What follows belongs to an exercise in optimizing a design on an open flow for small area; a production flow would make more cautious choices.
In this exercise RTL edits were held to simulation tests only and were not proved equivalent to the original.
Power and IR drop assume default switching activity.

[flow/design.v]
module node_fix
  #(parameter W = 14,
    parameter [W-1:0] TAP = 0,
    parameter [W-1:0] SZ = 0,
    parameter [W-1:0] SERP = 0,
    parameter [W-1:0] SRRP = 0,
    parameter [W-1:0] SREST = 0,
    parameter [W-1:0] MASK = 0)    
  (input  clk,
   input  reset,
   input  enb,
   input  inExt,
   input  inMem,
   output Active,
   output pt_nz,
   output pt_3);
  localparam [2:0] S_REST = 3'b000, S_RRP = 3'b010, S_ERP = 3'b001,
                   S_FIRE = 3'b011, S_ERPS = 3'b101, S_ERP1 = 3'b111;
  reg [2:0] st;
  reg [W-1:0] cm;                   
  wire [W-1:0] c = cm ^ MASK;
  reg [W-1:0] c_n;
  wire activeMem = (st == S_FIRE);
  wire node_in = activeMem | inExt;
  wire rest = (st == S_REST);
  wire cz = (c == SZ);
  always @(posedge clk or posedge reset)
    if (reset) begin
      st          <= S_REST;
      cm          <= SREST ^ MASK;
    end else if (enb) begin
      cm <= c_n ^ MASK;
      if (node_in) begin
        st <= rest ? S_ERPS : S_ERP1;
      end else if (cz) begin
        if (st[0]) st <= S_RRP;
        else if (st[1]) st <= S_REST;
        else st <= S_FIRE;
      end else begin
        if (st[0]) st <= S_ERP;
      end
    end
  always @* begin
    if (node_in) c_n = SERP;
    else if (cz) begin
      if (st[0]) c_n = SRRP;
      else if (st[1]) c_n = SREST;
      else c_n = SERP;
    end else c_n = {c[W-2:0], ^(c & TAP)};
  end
  assign Active = activeMem | inMem;
  assign pt_nz  = st[2];
  assign pt_3   = st[1];
endmodule
module node_sa
  #(parameter [7:0] TAP = 0,
    parameter [7:0] SZ = 0,
    parameter [7:0] SERP = 0,
    parameter [7:0] SRRP = 0,
    parameter [15:0] TREST_INIT = 300)
  (input  clk,
   input  reset,
   input  enb,
   input  inExt,
   input  inMem,
   input  [15:0] Trest_def,
   output Active,
   output pt_nz,
   output pt_3);
  localparam [2:0] S_REST = 3'b000, S_RRP = 3'b010, S_ERP = 3'b001,
                   S_FIRE = 3'b011, S_ERPS = 3'b101, S_ERP1 = 3'b111;
  reg [2:0] st;
  reg [15:0] rm;            
  wire [15:0] r = rm ^ TREST_INIT;
  reg [7:0] e;
  wire activeMem = (st == S_FIRE);
  wire node_in = activeMem | inExt;
  wire rest = (st == S_REST);
  wire rz = (r == 16'd0);
  wire ez = (e == SZ);
  always @(posedge clk or posedge reset)
    if (reset) begin
      st          <= S_REST;
      rm          <= 16'd0;
    end else if (enb) begin
      if (rest) begin
        if (node_in | rz) begin
          st <= node_in ? S_ERPS : S_FIRE;
          rm <= Trest_def ^ TREST_INIT;
        end else begin
          rm <= (r - 1'b1) ^ TREST_INIT;
        end
      end else if (node_in) begin
        st <= S_ERP1;
      end else if (ez) begin
        st <= st[0] ? S_RRP : S_REST;
      end else begin
        if (st[0]) st <= S_ERP;
      end
    end
  wire [7:0] e_n = (rest | node_in) ? SERP : (ez ? SRRP : {e[6:0], ^(e & TAP)});
  always @(posedge clk or posedge reset)
    if (reset) e <= 8'd0;
    else e <= e ^ ((e ^ e_n) & {8{enb}});
  assign Active = activeMem | inMem;
  assign pt_nz  = st[2];
  assign pt_3   = st[1];
endmodule
module path_aut
  #(parameter VARF = 0,
    parameter FW = 16,
    parameter [FW-1:0] FTAP = 0,
    parameter [FW-1:0] FZ = 0,
    parameter [FW-1:0] F1 = 0,
    parameter [FW-1:0] F3 = 0,
    parameter BW = 16,
    parameter [BW-1:0] BTAP = 0,
    parameter [BW-1:0] BZ = 0,
    parameter [BW-1:0] B1 = 0,
    parameter [BW-1:0] B3 = 0)
  (input  clk,
   input  reset,
   input  enb,
   input  in1,
   input  in2,
   input  en_nz,
   input  en_3,
   input  ex_nz,
   input  ex_3,
   input  [15:0] forw,
   output out1,
   output out2,
   output out1_q,    
   output out2_q);
  reg [2:0] st;
  wire sA = (st == 3'b001);
  wire sR = (st == 3'b010);
  wire sD = (st == 3'b011);
  wire sC = st[2];
  reg nidle, o1, o2;        
  reg [FW-1:0] fcur;
  reg [BW-1:0] bcm;         
  wire [BW-1:0] bcur = bcm ^ BZ;
  reg bdef3;
  wire sI = (st == 3'b000);
  wire idle = ~nidle;
  wire [FW-1:0] fnew;
  wire [FW-1:0] fdef;
  generate
    if (VARF) begin : g_varf
      reg [FW-1:0] fdef_r;
      wire [FW-1:0] f1 = forw[FW-1:0];
      assign fnew = en_3 ? (f1 + {f1[FW-2:0], 1'b0}) : f1;
      wire we = enb & en_nz;
      always @(posedge clk or posedge reset)
        if (reset) fdef_r <= {FW{1'b0}};
        else fdef_r <= fdef_r ^ ((fdef_r ^ fnew) & {FW{we}});
      assign fdef = fdef_r;
    end else begin : g_constf
      reg fdef3;
      assign fnew = en_3 ? F3 : F1;
      wire we = enb & en_nz;
      always @(posedge clk or posedge reset)
        if (reset) fdef3 <= 1'b0;
        else fdef3 <= fdef3 ^ ((fdef3 ^ en_3) & we);
      assign fdef = fdef3 ? F3 : F1;
    end
  endgenerate
  wire [BW-1:0] bnew = ex_3 ? B3 : B1;
  wire [BW-1:0] bdef = bdef3 ? B3 : B1;
  wire [FW-1:0] fdef_t = en_nz ? fnew : fdef;
  wire [FW-1:0] fcur_t = (en_nz & idle) ? fnew : fcur;
  wire [BW-1:0] bdef_t = ex_nz ? bnew : bdef;
  wire [BW-1:0] bcur_t = (ex_nz & idle) ? bnew : bcur;
  wire fz = (fcur_t == FZ);
  wire bz = (bcur_t == BZ);
  wire [FW-1:0] fcur_dec = VARF ? fcur_t - 1'b1 : {fcur_t[FW-2:0], ^(fcur_t & FTAP)};
  wire [BW-1:0] bcur_dec = {bcur_t[BW-2:0], ^(bcur_t & BTAP)};
  wire a_run  = sA & ~in2 & ~fz;        
  wire a_out  = sA & ~in2 & fz;         
  wire a_dbl  = sA & in2;
  wire d_ante = sD & bz;                
  wire d_conf = sD & ~bz & ~fz;
  wire d_ret  = sD & ~bz & fz;          
  wire r_out  = sR & bz & ~in1;         
  wire r_dbl  = sR & in1;
  wire r_run  = sR & ~in1 & ~bz;        
  wire i_ante = sI & in1;
  wire i_ret  = sI & ~in1 & in2;
  wire sA_n = a_run | d_ante | i_ante;
  wire sC_n = a_out | d_conf | r_out;
  wire sD_n = a_dbl | r_dbl;
  wire sR_n = d_ret | i_ret | r_run;
  wire nidle_n = ~sC & (nidle | a_run);
  wire o1_n = d_ante | r_out | (o1 & ~sC & ~a_run);
  wire o2_n = a_out | d_ret | (o2 & ~sC & ~r_run);
  wire [FW-1:0] fcur_n = (sD & ~bz) ? fdef_t : ((sA & ~in2) ? fcur_dec : fcur_t);
  wire [BW-1:0] bcur_n = (d_ante | d_conf | r_out) ? bdef_t : (r_run ? bcur_dec : bcur_t);
  always @(posedge clk or posedge reset)
    if (reset) begin
      st   <= 3'b000;
      nidle <= 1'b0;
      o1   <= 1'b0;
      o2   <= 1'b0;
      bcm  <= {BW{1'b0}};
    end else if (enb) begin
      st   <= {sC_n, sR_n | sD_n, sA_n | sD_n};
      nidle <= nidle_n;
      o1   <= o1_n;
      o2   <= o2_n;
      bcm  <= bcur_n ^ BZ;
    end
  wire bwe = enb & ex_nz;
  always @(posedge clk or posedge reset)
    if (reset) begin
      fcur <= {FW{1'b0}};
      bdef3 <= 1'b0;
    end else begin
    fcur  <= fcur ^ ((fcur ^ fcur_n) & {FW{enb}});
    bdef3 <= bdef3 ^ ((bdef3 ^ ex_3) & bwe);
  end
  assign out1 = o1_n;
  assign out2 = o2_n;
  assign out1_q = o1;
  assign out2_q = o2;
endmodule
module PAC
  #(parameter W = 9,
    parameter [W-1:0] TAP = 0,
    parameter [W-1:0] SZ = 0,
    parameter [W-1:0] SDEF = 0)
  (input  clk,
   input  reset,
   input  enb,
   input  st_en,
   input  act,
   output PVC,
   output PVC_q);
  localparam [1:0] S_WAIT = 2'd0, S_COUNT = 2'd1, S_START = 2'd2;
  reg [1:0] st;
  reg [W-1:0] count;
  reg pvc;
  reg pvc_n;
  wire cz = (count == SZ);
  always @* begin
    pvc_n = pvc;
    case (st)
      S_COUNT: pvc_n = cz;
      S_WAIT:  if (!st_en) pvc_n = 1'b0;
      default: if (!act) pvc_n = 1'b0;
    endcase
  end
  always @(posedge clk or posedge reset)
    if (reset) begin
      st    <= S_WAIT;
      pvc   <= 1'b0;
    end else if (enb) begin
      pvc <= pvc_n;
      case (st)
        S_COUNT: if (cz) st <= S_WAIT;
        S_WAIT:  if (st_en) st <= S_START;
        default: if (act) st <= S_COUNT;
      endcase
    end
  wire [W-1:0] count_n = (st == S_COUNT) ? {count[W-2:0], ^(count & TAP)} : SDEF;
  always @(posedge clk or posedge reset)
    if (reset) count <= {W{1'b0}};
    else count <= count ^ ((count ^ count_n) & {W{enb}});
  assign PVC = pvc_n;
  assign PVC_q = pvc;
endmodule
`timescale 1 ns / 1 ns
module case2mod_new
  (input  clk,
   input  reset,
   input  clk_enable,
   input  AP,
   input  VP,
   input  [15:0] SArest,
   input  [15:0] AVforw,
   input  PAC_en,
   input  PVC_en,
   output ce_out,
   output NA1Out,
   output NA2Out,
   output NA3Out,
   output NA4Out,
   output NA5Out,
   output NA6Out,
   output NA7Out);
  wire enb = clk_enable;
  wire a1, a2, a3, a4, a5, a6, a7;                  
  wire n1, n2, n3, n4, n5, n6, n7;                  
  wire t1, t2, t3, t4, t5, t6, t7;                  
  wire p1o1, p1o2, p2o1, p2o2, p3o1, p3o2, p4o1, p4o2;
  wire p5o1, p5o2, p6o1, p6o2, p7o1, p7o2;
  wire pac, pvc;
  wire p1q1, p1q2, p2q1, p2q2, p3q1, p3q2, p4q1, p4q2;    
  wire p5q1, p5q2, p6q1, p6q2, p7q1, p7q2;
  wire pacq, pvcq;
  reg APq, VPq;
  always @(posedge clk or posedge reset)
    if (reset) begin
      APq <= 1'b0;
      VPq <= 1'b0;
    end else if (enb) begin
      APq <= AP;
      VPq <= VP;
    end
  PAC #(.W(8), .TAP(8'b10111000), .SZ(8'b11111111), .SDEF(8'b10111000)) u_PAC
    (.clk(clk), .reset(reset), .enb(enb), .st_en(PAC_en), .act(a1), .PVC(pac), .PVC_q(pacq));
  PAC #(.W(9), .TAP(9'b100010000), .SZ(9'b111111111), .SDEF(9'b111000100)) u_PVC
    (.clk(clk), .reset(reset), .enb(enb), .st_en(PVC_en), .act(a3), .PVC(pvc), .PVC_q(pvcq));
  node_sa #(.TAP(8'b10111000), .SZ(8'b00000111), .SERP(8'b01000000), .SRRP(8'b01000100),
            .TREST_INIT(16'd300)) u_NA1
    (.clk(clk), .reset(reset), .enb(enb),
     .inExt(pac | AP | p4o1 | p1o1 | p3o1), .inMem(pacq | APq | p4q1 | p1q1 | p3q1), .Trest_def(SArest),
     .Active(a1), .pt_nz(n1), .pt_3(t1));
  node_fix #(.W(14), .TAP(14'b10000000010101), .SZ(14'b00110110000110),
             .SERP(14'b11110111001100), .SRRP(14'b11110110101100), .SREST(14'b11100111011100),
             .MASK(14'b11100111011100)) u_NA2
    (.clk(clk), .reset(reset), .enb(enb), .inExt(p2o1 | p1o2), .inMem(p2q1 | p1q2),
     .Active(a2), .pt_nz(n2), .pt_3(t2));
  node_fix #(.W(14), .TAP(14'b10000000010101), .SZ(14'b10100010110111),
             .SERP(14'b00001101011010), .SRRP(14'b00001010011000), .SREST(14'b00001110011000),
             .MASK(14'b00001110011000)) u_NA3
    (.clk(clk), .reset(reset), .enb(enb), .inExt(pvc | p2o2 | VP), .inMem(pvcq | p2q2 | VPq),
     .Active(a3), .pt_nz(n3), .pt_3(t3));
  node_fix #(.W(14), .TAP(14'b10000000010101), .SZ(14'b10100010110111),
             .SERP(14'b00001101011010), .SRRP(14'b00001010011000), .SREST(14'b00001110011000),
             .MASK(14'b00001110011000)) u_NA4
    (.clk(clk), .reset(reset), .enb(enb), .inExt(p5o1 | p3o2), .inMem(p5q1 | p3q2),
     .Active(a4), .pt_nz(n4), .pt_3(t4));
  node_fix #(.W(14), .TAP(14'b10000000010101), .SZ(14'b10100010110111),
             .SERP(14'b00001101011010), .SRRP(14'b00001010011000), .SREST(14'b00001110011000),
             .MASK(14'b00001110011000)) u_NA5
    (.clk(clk), .reset(reset), .enb(enb), .inExt(p7o1 | p5o2), .inMem(p7q1 | p5q2),
     .Active(a5), .pt_nz(n5), .pt_3(t5));
  node_fix #(.W(14), .TAP(14'b10000000010101), .SZ(14'b11011001111111),
             .SERP(14'b01110010001011), .SRRP(14'b11110010000011), .SREST(14'b01100010001001),
             .MASK(14'b01100010001001)) u_NA6
    (.clk(clk), .reset(reset), .enb(enb), .inExt(p6o1 | p4o2), .inMem(p6q1 | p4q2),
     .Active(a6), .pt_nz(n6), .pt_3(t6));
  node_fix #(.W(14), .TAP(14'b10000000010101), .SZ(14'b11011001111111),
             .SERP(14'b01110010001011), .SRRP(14'b11110010000011), .SREST(14'b01100010001001),
             .MASK(14'b01100010001001)) u_NA7
    (.clk(clk), .reset(reset), .enb(enb), .inExt(p6o2 | p7o2), .inMem(p6q2 | p7q2),
     .Active(a7), .pt_nz(n7), .pt_3(t7));
  path_aut #(.FW(7), .FTAP(7'b1100000), .FZ(7'b0101110), .F1(7'b1010110), .F3(7'b0010110),
             .BW(9), .BTAP(9'b100010000), .BZ(9'b000110110), .B1(9'b101111011), .B3(9'b111111011)) u_PA1
    (.clk(clk), .reset(reset), .enb(enb), .in1(a1), .in2(a2),
     .en_nz(n1), .en_3(t1), .ex_nz(n2), .ex_3(t2), .forw(16'd0),
     .out1(p1o1), .out2(p1o2), .out1_q(p1q1), .out2_q(p1q2));
  path_aut #(.VARF(1), .FW(16), .FZ(16'd0),
             .BW(9), .BTAP(9'b100010000), .BZ(9'b010010011), .B1(9'b111111101), .B3(9'b111111100)) u_PA2
    (.clk(clk), .reset(reset), .enb(enb), .in1(a2), .in2(a3),
     .en_nz(n2), .en_3(t2), .ex_nz(n3), .ex_3(t3), .forw(AVforw),
     .out1(p2o1), .out2(p2o2), .out1_q(p2q1), .out2_q(p2q2));
  path_aut #(.FW(8), .FTAP(8'b10111000), .FZ(8'b00011000), .F1(8'b10010101), .F3(8'b00010101),
             .BW(16), .BTAP(16'b1101000000001000), .BZ(16'b0000010000000101), .B1(16'b0000000000011111), .B3(16'b0000000001111111)) u_PA3
    (.clk(clk), .reset(reset), .enb(enb), .in1(a1), .in2(a4),
     .en_nz(n1), .en_3(t1), .ex_nz(n4), .ex_3(t4), .forw(16'd0),
     .out1(p3o1), .out2(p3o2), .out1_q(p3q1), .out2_q(p3q2));
  path_aut #(.FW(6), .FTAP(6'b110000), .FZ(6'b001101), .F1(6'b001001), .F3(6'b000001),
             .BW(6), .BTAP(6'b110000), .BZ(6'b001101), .B1(6'b001001), .B3(6'b000001)) u_PA4
    (.clk(clk), .reset(reset), .enb(enb), .in1(a1), .in2(a6),
     .en_nz(n1), .en_3(t1), .ex_nz(n6), .ex_3(t6), .forw(16'd0),
     .out1(p4o1), .out2(p4o2), .out1_q(p4q1), .out2_q(p4q2));
  path_aut #(.FW(6), .FTAP(6'b110000), .FZ(6'b000011), .F1(6'b011010), .F3(6'b011000),
             .BW(6), .BTAP(6'b110000), .BZ(6'b010000), .B1(6'b100110), .B3(6'b000110)) u_PA5
    (.clk(clk), .reset(reset), .enb(enb), .in1(a4), .in2(a5),
     .en_nz(n4), .en_3(t4), .ex_nz(n5), .ex_3(t5), .forw(16'd0),
     .out1(p5o1), .out2(p5o2), .out1_q(p5q1), .out2_q(p5q2));
  path_aut #(.FW(7), .FTAP(7'b1100000), .FZ(7'b0010001), .F1(7'b0111111), .F3(7'b0011111),
             .BW(7), .BTAP(7'b1100000), .BZ(7'b0010001), .B1(7'b0111111), .B3(7'b0011111)) u_PA6
    (.clk(clk), .reset(reset), .enb(enb), .in1(a6), .in2(a7),
     .en_nz(n6), .en_3(t6), .ex_nz(n7), .ex_3(t7), .forw(16'd0),
     .out1(p6o1), .out2(p6o2), .out1_q(p6q1), .out2_q(p6q2));
  path_aut #(.FW(7), .FTAP(7'b1100000), .FZ(7'b0000001), .F1(7'b1000110), .F3(7'b1000010),
             .BW(7), .BTAP(7'b1100000), .BZ(7'b0000001), .B1(7'b1000110), .B3(7'b1000010)) u_PA7
    (.clk(clk), .reset(reset), .enb(enb), .in1(a5), .in2(a7),
     .en_nz(n5), .en_3(t5), .ex_nz(n7), .ex_3(t7), .forw(16'd0),
     .out1(p7o1), .out2(p7o2), .out1_q(p7q1), .out2_q(p7q2));
  assign NA1Out = a1;
  assign NA2Out = a2;
  assign NA3Out = a3;
  assign NA4Out = a4;
  assign NA5Out = a5;
  assign NA6Out = a6;
  assign NA7Out = a7;
  assign ce_out = clk_enable;
endmodule
[flow/flow/run.sh]
#!/bin/bash
# Own layout flow: the standard flow (standard.sh), with three changes:
#  1. after the standard synthesis, its combinational logic is mapped again
#     by ABC for area (flow/remap.abc); the flip-flops are kept as they are
#     (same instances, names and cells), and the new netlist is proved
#     equivalent to the standard one before it is used (else the standard
#     netlist is kept);
#  2. clock tree synthesis uses clkbuf_8 sink clusters and no dummy loads;
#  3. ports are buffered with buf_1 (every port still gets its own buffer).
# Each tool's output goes to a log file of its own in this folder.
set -euo pipefail
W=$(pwd)
K=$W/flow
R=$W/orfs/results/${FLOW_PLATFORM}/case2mod_new/base
LIB=$FLOW_HOME/platforms/${FLOW_PLATFORM}/lib/sky130_fd_sc_hd__tt_025C_1v80.lib
YOSYS=$(command -v yosys || echo "$FLOW_HOME/../tools/install/yosys/bin/yosys")

export CTS_ARGS="-sink_clustering_enable -repair_clock_nets -dont_use_dummy_load -buf_list sky130_fd_sc_hd__clkbuf_4 -sink_clustering_size 10 -sink_clustering_max_diameter 50"
export BUFFER_PORTS_ARGS="-buffer_cell sky130_fd_sc_hd__buf_1"

bash standard.sh synth > standard_synth.log 2>&1
cp "$R/1_2_yosys.v" "$W/std_netlist.v"

SEQ=$(tr '\n' ' ' < "$K/seq.txt")
DU=$(sed 's/^/-dont_use /' "$K/dont_use.txt" | tr '\n' ' ')
TOP=${FLOW_TOP}

# The remap is run with eight ABC random seeds, four at a time; the
# smallest result that is proved equivalent is used.
for S in 0 1 2 3 4 5 6 7; do
  sed "s/-S 0/-S $S/" "$K/remap.abc" > "$W/remap_$S.abc"
  cat > "$W/remap_$S.ys" <<EOS
read_liberty -ignore_miss_func $LIB
blackbox $SEQ
read_verilog $W/std_netlist.v
hierarchy -check -top $TOP
flatten
opt_clean
abc -liberty $LIB -script $W/remap_$S.abc $DU
opt_clean -purge
hilomap -singleton -hicell sky130_fd_sc_hd__conb_1 HI -locell sky130_fd_sc_hd__conb_1 LO
splitnets
opt_clean -purge
insbuf -buf sky130_fd_sc_hd__buf_4 A X
opt_clean -purge
stat -liberty $LIB
select -assert-none t:\$_*
write_verilog -noattr -nohex -nodec $W/remapped_$S.v
EOS
  (timeout 1200 "$YOSYS" -s "$W/remap_$S.ys" > "$W/remap_$S.log" 2>&1 || rm -f "$W/remapped_$S.v") &
  if [[ $S == 3 ]]; then wait; fi
done
wait
: > "$W/remap_areas.txt"
for S in 0 1 2 3 4 5 6 7; do
  if [[ -f "$W/remapped_$S.v" ]]; then
    area=$(grep "Chip area" "$W/remap_$S.log" | tail -1 | awk '{print $NF}')
    echo "$area $S" >> "$W/remap_areas.txt"
  fi
done
sort -g "$W/remap_areas.txt" -o "$W/remap_areas.txt"

# Equivalence of the two netlists: both read with the flip-flops as black
# boxes, every flip-flop instance turned into ports named after it (so the
# proof pairs flip-flops by instance name), then a SAT proof of the miter.
for x in gold gate; do
  if [[ $x == gold ]]; then f=$W/std_netlist.v; else f=$W/remapped.v; fi
  cat > "$W/eq_$x.ys" <<EOS
read_liberty -ignore_miss_func $LIB
blackbox $SEQ
read_verilog $f
hierarchy -check -top $TOP
flatten
delete t:\$scopeinfo
expose -evert -sep __ t:sky130_fd_sc_hd__*
opt_clean -purge
rename $TOP $x
write_verilog -noattr $W/eq_$x.v
EOS
done
cat > "$W/eq_miter.ys" <<EOS
read_liberty -ignore_miss_func $LIB
read_verilog $W/eq_gold.v $W/eq_gate.v
flatten
miter -equiv -flatten -make_assert gold gate miter
hierarchy -top miter
sat -verify -prove-asserts miter
EOS

use_remap=0
while read -r area S; do
  cp "$W/remapped_$S.v" "$W/remapped.v"
  if timeout 600 "$YOSYS" -s "$W/eq_gold.ys" > "$W/eq_gold.log" 2>&1 &&
     timeout 600 "$YOSYS" -s "$W/eq_gate.ys" > "$W/eq_gate.log" 2>&1 &&
     timeout 1200 "$YOSYS" -s "$W/eq_miter.ys" > "$W/eq_miter.log" 2>&1; then
    use_remap=1
    echo "seed=$S area=$area" > "$W/remap_choice.txt"
    break
  fi
done < "$W/remap_areas.txt"
echo "use_remap=$use_remap" > "$W/remap_result.txt"
if [[ $use_remap == 1 ]]; then
  cp "$W/remapped.v" "$R/1_2_yosys.v"
  rm -f "$R/1_synth.odb" "$R/1_synth.sdc"
fi

bash standard.sh > standard.log 2>&1
[flow/flow/dont_use.txt]
sky130_fd_sc_hd__fill_1
sky130_fd_sc_hd__fill_2
sky130_fd_sc_hd__fill_4
sky130_fd_sc_hd__fill_8
sky130_fd_sc_hd__lpflow_bleeder_1
sky130_fd_sc_hd__lpflow_clkbufkapwr_1
sky130_fd_sc_hd__lpflow_clkbufkapwr_16
sky130_fd_sc_hd__lpflow_clkbufkapwr_2
sky130_fd_sc_hd__lpflow_clkbufkapwr_4
sky130_fd_sc_hd__lpflow_clkbufkapwr_8
sky130_fd_sc_hd__lpflow_clkinvkapwr_1
sky130_fd_sc_hd__lpflow_clkinvkapwr_16
sky130_fd_sc_hd__lpflow_clkinvkapwr_2
sky130_fd_sc_hd__lpflow_clkinvkapwr_4
sky130_fd_sc_hd__lpflow_clkinvkapwr_8
sky130_fd_sc_hd__lpflow_decapkapwr_12
sky130_fd_sc_hd__lpflow_decapkapwr_3
sky130_fd_sc_hd__lpflow_decapkapwr_4
sky130_fd_sc_hd__lpflow_decapkapwr_6
sky130_fd_sc_hd__lpflow_decapkapwr_8
sky130_fd_sc_hd__lpflow_inputiso0n_1
sky130_fd_sc_hd__lpflow_inputiso0p_1
sky130_fd_sc_hd__lpflow_inputiso1n_1
sky130_fd_sc_hd__lpflow_inputiso1p_1
sky130_fd_sc_hd__lpflow_inputisolatch_1
sky130_fd_sc_hd__lpflow_isobufsrc_1
sky130_fd_sc_hd__lpflow_isobufsrc_16
sky130_fd_sc_hd__lpflow_isobufsrc_2
sky130_fd_sc_hd__lpflow_isobufsrc_4
sky130_fd_sc_hd__lpflow_isobufsrc_8
sky130_fd_sc_hd__lpflow_isobufsrckapwr_16
sky130_fd_sc_hd__lpflow_lsbuf_lh_hl_isowell_tap_1
sky130_fd_sc_hd__lpflow_lsbuf_lh_hl_isowell_tap_2
sky130_fd_sc_hd__lpflow_lsbuf_lh_hl_isowell_tap_4
sky130_fd_sc_hd__lpflow_lsbuf_lh_isowell_4
sky130_fd_sc_hd__lpflow_lsbuf_lh_isowell_tap_1
sky130_fd_sc_hd__lpflow_lsbuf_lh_isowell_tap_2
sky130_fd_sc_hd__lpflow_lsbuf_lh_isowell_tap_4
sky130_fd_sc_hd__probe_p_8
sky130_fd_sc_hd__probec_p_8
[flow/flow/remap.abc]
strash
&get -n
&deepsyn -T 60 -S 0
&put
dch -f
amap -F 5 -A 5
topo
[flow/flow/seq.txt]
sky130_fd_sc_hd__dfbbn_1
sky130_fd_sc_hd__dfbbn_2
sky130_fd_sc_hd__dfbbp_1
sky130_fd_sc_hd__dfrbp_1
sky130_fd_sc_hd__dfrbp_2
sky130_fd_sc_hd__dfrtn_1
sky130_fd_sc_hd__dfrtp_1
sky130_fd_sc_hd__dfrtp_2
sky130_fd_sc_hd__dfrtp_4
sky130_fd_sc_hd__dfsbp_1
sky130_fd_sc_hd__dfsbp_2
sky130_fd_sc_hd__dfstp_1
sky130_fd_sc_hd__dfstp_2
sky130_fd_sc_hd__dfstp_4
sky130_fd_sc_hd__dfxbp_1
sky130_fd_sc_hd__dfxbp_2
sky130_fd_sc_hd__dfxtp_1
sky130_fd_sc_hd__dfxtp_2
sky130_fd_sc_hd__dfxtp_4
sky130_fd_sc_hd__dlclkp_1
sky130_fd_sc_hd__dlclkp_2
sky130_fd_sc_hd__dlclkp_4
sky130_fd_sc_hd__dlrbn_1
sky130_fd_sc_hd__dlrbn_2
sky130_fd_sc_hd__dlrbp_1
sky130_fd_sc_hd__dlrbp_2
sky130_fd_sc_hd__dlrtn_1
sky130_fd_sc_hd__dlrtn_2
sky130_fd_sc_hd__dlrtn_4
sky130_fd_sc_hd__dlrtp_1
sky130_fd_sc_hd__dlrtp_2
sky130_fd_sc_hd__dlrtp_4
sky130_fd_sc_hd__dlxbn_1
sky130_fd_sc_hd__dlxbn_2
sky130_fd_sc_hd__dlxbp_1
sky130_fd_sc_hd__dlxtn_1
sky130_fd_sc_hd__dlxtn_2
sky130_fd_sc_hd__dlxtn_4
sky130_fd_sc_hd__dlxtp_1
sky130_fd_sc_hd__edfxbp_1
sky130_fd_sc_hd__edfxtp_1
sky130_fd_sc_hd__lpflow_inputisolatch_1
sky130_fd_sc_hd__sdfbbn_1
sky130_fd_sc_hd__sdfbbn_2
sky130_fd_sc_hd__sdfbbp_1
sky130_fd_sc_hd__sdfrbp_1
sky130_fd_sc_hd__sdfrbp_2
sky130_fd_sc_hd__sdfrtn_1
sky130_fd_sc_hd__sdfrtp_1
sky130_fd_sc_hd__sdfrtp_2
sky130_fd_sc_hd__sdfrtp_4
sky130_fd_sc_hd__sdfsbp_1
sky130_fd_sc_hd__sdfsbp_2
sky130_fd_sc_hd__sdfstp_1
sky130_fd_sc_hd__sdfstp_2
sky130_fd_sc_hd__sdfstp_4
sky130_fd_sc_hd__sdfxbp_1
sky130_fd_sc_hd__sdfxbp_2
sky130_fd_sc_hd__sdfxtp_1
sky130_fd_sc_hd__sdfxtp_2
sky130_fd_sc_hd__sdfxtp_4
sky130_fd_sc_hd__sdlclkp_1
sky130_fd_sc_hd__sdlclkp_2
sky130_fd_sc_hd__sdlclkp_4
sky130_fd_sc_hd__sedfxbp_1
sky130_fd_sc_hd__sedfxbp_2
sky130_fd_sc_hd__sedfxtp_1
sky130_fd_sc_hd__sedfxtp_2
sky130_fd_sc_hd__sedfxtp_4
[flow/standard.sh]
#!/bin/bash
# synth_recipe.tcl (not shown) runs the flow's synth.tcl, then flattens the netlist and writes it again
# the make line also repeats each setting of config.mk as NAME=value (left out here)
make -C /OpenROAD-flow-scripts/flow DESIGN_CONFIG=/design/flow/config.mk WORK_HOME=/design/flow/orfs CLKGATE_MAP_FILE= SYNTH_SCRIPT=/design/flow/synth_recipe.tcl "${@:-finish}"
[flow/config.mk]
export PLATFORM = sky130hd
export DESIGN_NAME = case2mod_new
export DESIGN_NICKNAME = case2mod_new
export VERILOG_FILES = /design/flow/design.v
export SDC_FILE = /design/flow/constraint.sdc
export NUM_CORES = 4
export LEC_CHECK = 0
export CAP_MARGIN = 20
export CORE_MARGIN = 2
export CORE_UTILIZATION = 65
export SLEW_MARGIN = 20
[flow/constraint.sdc]
create_clock -name core_clock -period 10.0 [get_ports {clk}]
set_input_delay 2.0000 -clock core_clock [delete_from_list [all_inputs] [get_ports {clk}]]
set_output_delay 2.0000 -clock core_clock [all_outputs]
set_load 0.01 [all_outputs]
==> notes.md <==
* Outcome: no timing/DRC/antenna violations
* Post-Syn Area at 15780 um^2
* Core region area at about 24000 um^2
* DR WL/cell at about 15 um
* Post-synth net total at 1811
* Met3 Usage GRT at 0.04442
* WHS Path Cells at 2
* Min Tclk post-route at between 5000 and 6000 ps
* Tot Pwr at just over 4 mW
* CTS buffer count at between 40 and 50
* Pleak at between 6 and 7 nW
* Pin count of the biggest net entering global routing at 190
* CTS Root Cell: clkbuf_4
* Post-Syn Instances at roughly 1800
* Final core utilization at 0.6969
* Initial Utilization at 0.6546
* R2R Setup Slk at roughly 6000 ps
* Routability cong. at between 0.9 and 1
* Die ar. at ~26000 um^2
* Initial antenna violation count at 2
* Most frequent CP cell: nor2_1
* Synth-to-layout area growth at 6.463%
* FP Rows at between 50 and 60
* Final #Nets at between 1500 and 2000
* Max Fclk at 0.1900 GHz
* Clock Skew at roughly 36 ps
* CP max FO at 21
* # resized after CTS at 0
* CP endpoint kind: register
* Clk sinks at around 340
* Final ANT Viol Nets at 0
* Remaining global-route overflow at 0
* R2R depth at 15
* Postcts setup bufs at 0
* Max-cap violation count at 0
* DR vias/cell at slightly above 6
* Worst-path clk slew at 100 ps
* Post-Route WL at between 30000 and 40000 um
* Slew Limit Fails at 0
* Vias in the first global route at 12598
* Slowest CP cell: nor4_1
* CP Launch Type: input port
* HPWL after detailed placement at 23200 um
* Maximum vdd drop at ~0.00014 V
* Final period util at 0.5264
* Worst Setup Path Type: input port to register
* Relative slew slack at 0.3230
* Vias at between 10000 and 15000
* GRT Util Overall at 0.2729
* Share of layout cells above drive strength 1 at 0.02944
* Clock latency (worst-skew pair) at ~700 ps
* DR DRC count at 0
* Syn_area_per_cell at roughly 8.9 um^2
* Iteration count of the initial detailed-routing pass at 5
* Yosys Warn Count at 14
* HP Class: register to register
* Cell Chain, Critical Path: clkbuf_4 -> inv_4 -> nor4_1 -> clkinv_1 -> nor2_1 -> and3_1 -> nand2_1 -> nor2_1 -> nand2_1 -> nor2_1 -> clkinv_1 -> nor2_1 -> nand2_1 -> nor2_1 -> clkinv_1 -> nor2_1 -> clkinv_1 -> nor2_1 -> clkinv_1 -> nor3_1 -> a21oi_1 -> a22o_1
* # hold bufs at CTS at 0
* Power Dens Cells at about 250 nW/um^2
* Worst-Margin Slew at roughly 1000 ps
* GRT met1 Usage at 0.4054
* First-pass GRT wire length at around 59000 um
* RR Endpoint: u_NA1.rm[13]
* CTS tree: built
* Reg-to-reg critical path startpoint: u_NA1.st[1]
* Setup-failing EPs final at 0
* Busiest grt layer: met2
* Setup TNS at 0 ps
* Die Y-Extent at around 160 um
* # port buffers at 46
* Worst path required time at roughly 11000 ps
* Final Hold Vio Count at 0
* Unrepaired setup endpoints after global routing: false
* DIE WIDTH at 159.8 um
* Initial DRC count at 1049
* CP max stage delay at roughly 400 ps
* Clk buf depth at 3
* CTS H-tree lvls at 2
* Crit path DAT at approximately 5800 ps
* IO Pins at 47
* Met2 Track Usage GR at 0.4215
## placed cells by master (no fill, tap or decap), types with 42 or more instances in the layout
cell type and instances:
a21oi_1 85, buf_1 45, clkbuf_4 42, clkinv_1 301, dfrtp_1 336, nand2_1 126, nor2_1 226, nor3_1 67
o21ai_0 147, o22a_1 44, o22ai_1 151
## worst max path at each step
stage / from / endpoint / slack [ps] / cells past startpoint
floorplan: reset / APq / 1770 / 1
global placement: clk_enable / u_NA1.rm[15] / 4400 / 22
detailed placement: clk_enable / u_NA1.rm[15] / 4140 / 22
CTS: clk_enable / u_NA1.rm[15] / 4870 / 22
global route: clk_enable / u_NA1.rm[14] / 4260 / 23
finish: clk_enable / u_NA1.rm[15] / 4740 / 22
## worst max-delay path, delay by kind of cell
| family | cells | cell delay, ps |
|---|---|---|
| buffers and inverters | 7 | 1060 |
| AO/OA/AOI/OAI | 2 | 350 |
| AND/OR/NAND/NOR | 13 | 2390 |
## per-layer routing
metal	part of all wire	vias to the layer above	wire length (um)
li1	-	6584	-
met1	0.48	6256	16300
met2	0.44	349	15080
met3	0.053	71	1784
met4	0.023	2	792
met5	0.00038	-	13
## power by group
part	total (mW)	switching, mW	internal, mW	leakage [nW]
sequential	2.05	0.295	1.76	4.03
clock	0.619	0.430	0.189	0.189
combinational	1.46	0.925	0.531	2.23
## layout make-up
cell class | count | area, um^2
Fill cell | 1963 | 7307
Inverter | 303 | 1147
Tap cell | 324 | 405.4
Clock buffer | 41 | 307.8
Timing Repair Buffer | 56 | 296.5
Sequential cell | 336 | 8408
Multi-Input combinational cell | 1132 | 6231
Antenna cell | 1 | 2.502
## metrics by stage
stage               cell area [um^2]  cells  setup slack [ps]  hold WS (ps)
floorplan                      15780   1772              1769         425.0
global placement               16460   2150              4403         449.7
detailed placement             16460   2150              4139         444.2
CTS                            16770   2191              4867         472.6
global route                   16800   2193              4262         492.6
finish                         16800   2193              4736         474.5

## what the ideal ports hide
Ports are ideal in the flow. The routed layout listed here was re-timed in OpenROAD. Step 1 assumes that a clkbuf_16 drives the clock port and a buf_2 every other input. Step 2 moves the port delays by t, midway between the first and last clock arrival at a register: inputs arrive t later, outputs are due t later. That takes back most of the time a late clock gives input paths. a / b / c = no drivers / after step 1 / after step 2; a / b = the first two.
shift t [ns]: 0.704
setup slack, ns: 4.736 / 4.758 / 4.054
worst slew at a driven data input, ns: 0.04
After both steps this run still meets setup and hold. The setup slack of this run moves by +0.022 ns with the drivers and by -0.682 ns with both steps.
